What follows belongs to an exercise in optimizing a design on an open flow for small area and a short achievable clock period; a production flow would make more cautious choices. Only simulation tests tie the RTL to the original design; equivalence was not proved. Power is estimated from default activity; no workload was simulated.

==> lagoon <==
// DCIM
module DCIM (
    input clk,
    input rst_n,
    input in_valid,
    input [127:0] in_data1,
    input [127:0] in_data2,
    input [127:0] in_data3,
    input [127:0] in_data4,
    output reg out_valid,
    output reg [12:0] O1,
    output reg [12:0] O2,
    output reg [12:0] O3,
    output reg [12:0] O4
);
reg [5:1] v;
reg [1:0] cnt1;
reg [1:0] cnt2;
reg [1:0] cnt3;
reg [1:0] cnt4;
reg l5, l6;
reg keep1;
reg keep2;
reg keep3;
reg keep4;
always @(posedge clk or negedge rst_n) begin
    if (!rst_n) begin
        v <= 5'd0; l5 <= 1'b0; l6 <= 1'b0; out_valid <= 1'b0; O1 <= 13'd0; cnt1 <= 2'd0; keep1 <= 1'b0; O2 <= 13'd0; cnt2 <= 2'd0; keep2 <= 1'b0; O3 <= 13'd0; cnt3 <= 2'd0; keep3 <= 1'b0; O4 <= 13'd0; cnt4 <= 2'd0; keep4 <= 1'b0;
    end else begin
        v <= {v[4:1], in_valid};
        if (v[5]) begin cnt1 <= cnt1 + 2'd1; keep1 <= ~(&cnt1); end
        if (v[5]) begin cnt2 <= cnt2 + 2'd1; keep2 <= ~(&cnt2); end
        if (v[5]) begin cnt3 <= cnt3 + 2'd1; keep3 <= ~(&cnt3); end
        if (v[5]) begin cnt4 <= cnt4 + 2'd1; keep4 <= ~(&cnt4); end
        l5 <= v[5] & (&cnt1);
        l6 <= l5;
        out_valid <= l6;
        O1 <= l6 ? Q1 : 13'd0;
        O2 <= l6 ? Q2 : 13'd0;
        O3 <= l6 ? Q3 : 13'd0;
        O4 <= l6 ? Q4 : 13'd0;
    end
end
wire c1_s1 = in_data1[0] ^ in_data1[4] ^ in_data1[8];
wire c1_c1 = (in_data1[0] & in_data1[4]) | (in_data1[8] & (in_data1[0] ^ in_data1[4]));
wire c1_s2 = in_data1[12] ^ in_data1[16] ^ in_data1[20];
wire c1_c2 = (in_data1[12] & in_data1[16]) | (in_data1[20] & (in_data1[12] ^ in_data1[16]));
wire c1_s3 = in_data1[24] ^ in_data1[28] ^ in_data1[32];
wire c1_c3 = (in_data1[24] & in_data1[28]) | (in_data1[32] & (in_data1[24] ^ in_data1[28]));
wire c1_s4 = in_data1[36] ^ in_data1[40] ^ in_data1[44];
wire c1_c4 = (in_data1[36] & in_data1[40]) | (in_data1[44] & (in_data1[36] ^ in_data1[40]));
  ...
export LEC_CHECK = 0
export CAP_MARGIN = 20
export CORE_MARGIN = 2
export CORE_UTILIZATION = 60
export CTS_CLUSTER_DIAMETER = 80
export CTS_CLUSTER_SIZE = 30
export SETUP_SLACK_MARGIN = 0.8
export SLEW_MARGIN = 20
create_clock -name core_clock -period 2.4 [get_ports {clk}]
standard.sh (not shown) runs the stock make flow with config.mk's settings and CLKGATE_MAP_FILE= SYNTH_SCRIPT=/design/flow/synth_recipe.tcl, a recipe that flattens the netlist after the stock synthesis.
==> flow/flow/run.sh <==
#!/bin/bash
# Standard ORFS layout with two changes:
#  - SYNTH_ARGS=-noabc: skip the abc -fast inside Yosys's generic synth, so the
#    full adders written in the RTL reach extract_fa in their plain polarity
#    (no inverters around every full adder); the final liberty abc still runs.
#  - port buffers use buf_1.
set -euo pipefail
bash standard.sh SYNTH_ARGS=-noabc "BUFFER_PORTS_ARGS=-buffer_cell sky130_fd_sc_hd__buf_1" finish > flow_make.log 2>&1
==> zinc (differences from lagoon) <==
--- a/flow/config.mk
+++ b/flow/config.mk
@@ -12,2 +12,4 @@
 export CTS_CLUSTER_SIZE = 30
+export GPL_TIMING_DRIVEN = 0
+export PLACE_DENSITY = 0.8
 export SETUP_SLACK_MARGIN = 0.8
==> ember (differences from lagoon) <==
--- a/flow/config.mk
+++ b/flow/config.mk
@@ -14 +14,2 @@
 export SLEW_MARGIN = 20
+export TNS_END_PERCENT = 10
==> results.txt <==
Clock-buffer cell count: lagoon < zinc < ember.
Die area is the same in ember and zinc.
Of lagoon and zinc, lagoon has the higher first-iteration DRC count (gap about 20%, measured against zinc).
Maximum frequency: lagoon > zinc > ember.
Sequential share of layout area: ember is higher than zinc (1.1 points).
In cell count, ember and lagoon do not differ.
Via count: zinc > lagoon > ember.
The highest hold slack belongs to zinc, the lowest to lagoon.
Against lagoon, the routed wire length of zinc is smaller by 8.9%.
Register-to-register slack, lowest first: ember, lagoon, zinc.
==> figures <==
quantity                                            zinc           lagoon             ember
Outcome                         timing/DRC/antenna clean  timing/DRC/antenna clean  timing/DRC/antenna clean
Multi-input logic area                         14100 µm²        14100 µm²         13800 µm²
Power dissipated in sequential cells             19.7 mW          20.0 mW           19.9 mW
Combinational Power                              14.3 mW          14.1 mW           13.6 mW
Reg2reg setup slack                              0.82 ns          0.80 ns           0.71 ns
Hold Crit Endpoint                      p4_r0[0]$_DFF_P_                -  p1_r0[0]$_DFF_P_
Hold wc startpoint                         in_data4[124]                -     in_data1[124]
Total internal power                             26.9 mW          26.7 mW           26.3 mW
Detailed-route vias per instance                    4.94             4.94              4.92
Maximum fanout along the worst path                    1                1                 3
Clock-cell share                                  0.0289           0.0265            0.0254
Worst r2r dst                              P2[6]$_DFF_P_    P3[6]$_DFF_P_     P4[6]$_DFF_P_
Part of the power in registers                     0.493            0.502             0.510
Min Tclk post-route                              1.66 ns          1.64 ns           1.69 ns
Total global routing track utilization             0.227            0.248             0.249
Critical Path Sink Type                      output port      output port         flip-flop
Start point of the critical path         O2[6]$_DFF_PN0_  O4[3]$_DFF_PN0_  as4[2]$_DFFE_PP_
Worst rel slew slack                               0.634            0.396             0.631
Final setup skew                               0.0197 ns        0.0216 ns         0.0130 ns
Worst-Margin Slew                               0.549 ns         0.906 ns          0.554 ns
Setup ws final                                  0.739 ns         0.755 ns          0.708 ns


==> trial 65: inputs <==
Another version of the RTL of DCIM (not shown whole).
// DCIM
module DCIM (
    input clk,
    input rst_n,
    input in_valid,
    input [127:0] in_data1,
    input [127:0] in_data2,
    input [127:0] in_data3,
    input [127:0] in_data4,
    output reg out_valid,
    output reg [12:0] O1,
    output reg [12:0] O2,
    output reg [12:0] O3,
    output reg [12:0] O4
);
==> flow/config.mk <==
export PLATFORM = sky130hd
export DESIGN_NAME = DCIM
export DESIGN_NICKNAME = DCIM
export VERILOG_FILES = /design/flow/design.v
export SDC_FILE = /design/flow/constraint.sdc
export NUM_CORES = 4
export LEC_CHECK = 0
export CAP_MARGIN = 20
export CORE_MARGIN = 2
export CORE_UTILIZATION = 40
export SLEW_MARGIN = 20
==> flow/constraint.sdc <==
create_clock -name core_clock -period 2.4 [get_ports {clk}]
set_input_delay 0.4800 -clock core_clock [delete_from_list [all_inputs] [get_ports {clk}]]
set_output_delay 0.4800 -clock core_clock [all_outputs]
set_load 0.01 [all_outputs]
Scripts as last shown in full above: flow/flow/run.sh
==> trial 66: changes against trial 65 <==
Settings changed: SETUP_SLACK_MARGIN set to 1.0.
==> summary of the runs <==
In trial 66 the final cell count is larger than in trial 65, by 1.8%.
Between trial 66 and trial 65, the lower fmax is in trial 65 (gap about 11%, measured against trial 65).
Routed wire length: trial 65 is lower than trial 66 (2.9%).
Power: trial 65 is lower than trial 66 (4.7%).
==> figures <==
metric	trial 65	trial 66
Run status	timing/DRC/antenna clean	timing/DRC/antenna clean
Destination of the worst register-to-register timing path	as2[3]$_DFFE_PP_	as1[4]$_DFFE_PP_
Power in sequential cells	20.4 mW	20.5 mW
Power in the clock group	11.2 mW	10.9 mW
Sequential share of power	46.3%	44.4%
Total placed instance area	0.03197 sq mm	0.03275 sq mm
Placed wire-length estimate after detailed placement	41840 um	41390 um
Routed length on met3	2435 um	1860 um
Total routing usage reported by global routing	14.09%	14.20%
Required time at the endpoint of the critical path	2.71 ns	2.72 ns


==> inputs of 07-16 <==
RTL: one of the versions met above, not the one the previous note started from.
// DCIM
module DCIM (
    input clk,
    input rst_n,
    input in_valid,
    input [127:0] in_data1,
    input [127:0] in_data2,
    input [127:0] in_data3,
    input [127:0] in_data4,
    output reg out_valid,
    output reg [12:0] O1,
    output reg [12:0] O2,
    output reg [12:0] O3,
    output reg [12:0] O4
);
reg [5:1] v;
reg [1:0] cnt1;
reg [1:0] cnt2;
reg [1:0] cnt3;
reg [1:0] cnt4;
reg l5, l6;
reg keep1;
reg keep2;
reg keep3;
reg keep4;
always @(posedge clk or negedge rst_n) begin
    if (!rst_n) begin
        v <= 5'd0; l5 <= 1'b0; l6 <= 1'b0; out_valid <= 1'b0; O1 <= 13'd0; cnt1 <= 2'd0; keep1 <= 1'b0; O2 <= 13'd0; cnt2 <= 2'd0; keep2 <= 1'b0; O3 <= 13'd0; cnt3 <= 2'd0; keep3 <= 1'b0; O4 <= 13'd0; cnt4 <= 2'd0; keep4 <= 1'b0;
    end else begin
        v <= {v[4:1], in_valid};
        if (v[5]) begin cnt1 <= cnt1 + 2'd1; keep1 <= ~(&cnt1); end
        if (v[5]) begin cnt2 <= cnt2 + 2'd1; keep2 <= ~(&cnt2); end
        if (v[5]) begin cnt3 <= cnt3 + 2'd1; keep3 <= ~(&cnt3); end
        if (v[5]) begin cnt4 <= cnt4 + 2'd1; keep4 <= ~(&cnt4); end
        l5 <= v[5] & (&cnt1);
        l6 <= l5;
        out_valid <= l6;
        O1 <= l6 ? Q1 : 13'd0;
        O2 <= l6 ? Q2 : 13'd0;
        O3 <= l6 ? Q3 : 13'd0;
        O4 <= l6 ? Q4 : 13'd0;
    end
end
wire c1_s1 = in_data1[0] ^ in_data1[4] ^ in_data1[8];
  ...
==> flow/config.mk <==
export PLATFORM = sky130hd
export DESIGN_NAME = DCIM
export DESIGN_NICKNAME = DCIM
export VERILOG_FILES = /design/flow/design.v
export SDC_FILE = /design/flow/constraint.sdc
export NUM_CORES = 4
export LEC_CHECK = 0
export CAP_MARGIN = 20
export CORE_MARGIN = 2
export CORE_UTILIZATION = 60
export CTS_CLUSTER_DIAMETER = 80
export CTS_CLUSTER_SIZE = 30
export SETUP_SLACK_MARGIN = 0.76
export SLEW_MARGIN = 20
==> flow/constraint.sdc <==
create_clock -name core_clock -period 2.4 [get_ports {clk}]
set_input_delay 0.4800 -clock core_clock [delete_from_list [all_inputs] [get_ports {clk}]]
set_output_delay 0.4800 -clock core_clock [all_outputs]
set_load 0.01 [all_outputs]
Scripts as last shown in full above: flow/flow/run.sh
==> inputs of 01-13, as changes to 07-16 <==
SETUP_SLACK_MARGIN = 0.85   (was 0.76)
==> results.txt <==
quantity                                                          07-16           01-13
Run status                                               finished clean  finished clean
Power in combinational cells                                   14000 uW        14700 uW
Switching Share                                                   0.329           0.332
Share of the core filled with cells in the final layout           0.704           0.713
Wire length per cell after detailed routing                     20.4 um         21.5 um
# Post-CTS Setup Buffers                                              3               9
Met2 usage                                                        0.467           0.476
Average vias per placed instance                                   4.95            5.00
Pre-CTS WS                                                     0.109 ns        0.126 ns
Post-CTS resize count                                                19              57
Power share of the combinational group                            0.353           0.364
Ratio of total power to cell area                          1210 nW/um^2    1220 nW/um^2
Top fanout value on the critical path                                 3               1
Arrival @ worst endpoint                                        2.20 ns         1.17 ns
Max incr delay on CP                                            0.42 ns         0.44 ns
Count of buffer and inverter cells on the critical path               0               1
Final period utilization                                          0.691           0.686

## separate check: timing with driven ports
No port has a modelled driver above. Below, the same layouts with a new extraction and two added sets of constraints.
Step 1, drivers: a clkbuf_16 drives clk and a buf_2 each remaining input, both assumed.
Step 2, shift: input delay + t, output delay - t, t = (earliest + latest rising clock arrival at the registers) / 2. This alone moves slack from input paths to output paths.
Three values: no drivers, after step 1, after step 2; two values: the first two.
run | t, ns | setup WS [ns] | worst hold slack (ns) | worst slew at a driven data input, ns
lagoon | 0.661 | 0.755 / 0.690 / 0.178 | 0.013 / -0.026 / 0.331 | 0.09
zinc | 0.641 | 0.739 / 0.679 / 0.188 | 0.222 / 0.186 / 0.328 | 0.10
ember | 0.639 | 0.708 / 0.708 / 0.135 | 0.218 / 0.189 / 0.331 | 0.16
trial 65 | 0.647 | 0.578 / 0.578 / 0.161 | 0.199 / 0.155 / 0.315 | 0.09
trial 66 | 0.633 | 0.765 / 0.760 / 0.213 | 0.262 / 0.233 / 0.321 | 0.06
07-16 | 0.661 | 0.742 / 0.692 / 0.132 | 0.012 / -0.026 / 0.331 | 0.09
01-13 | 0.653 | 0.754 / 0.686 / 0.187 | 0.202 / 0.159 / 0.334 | 0.17
After both steps every run listed still meets setup and hold. For 07-16, which loses most, drivers alone change the setup slack by -0.050 ns; drivers and shift together by -0.610 ns.
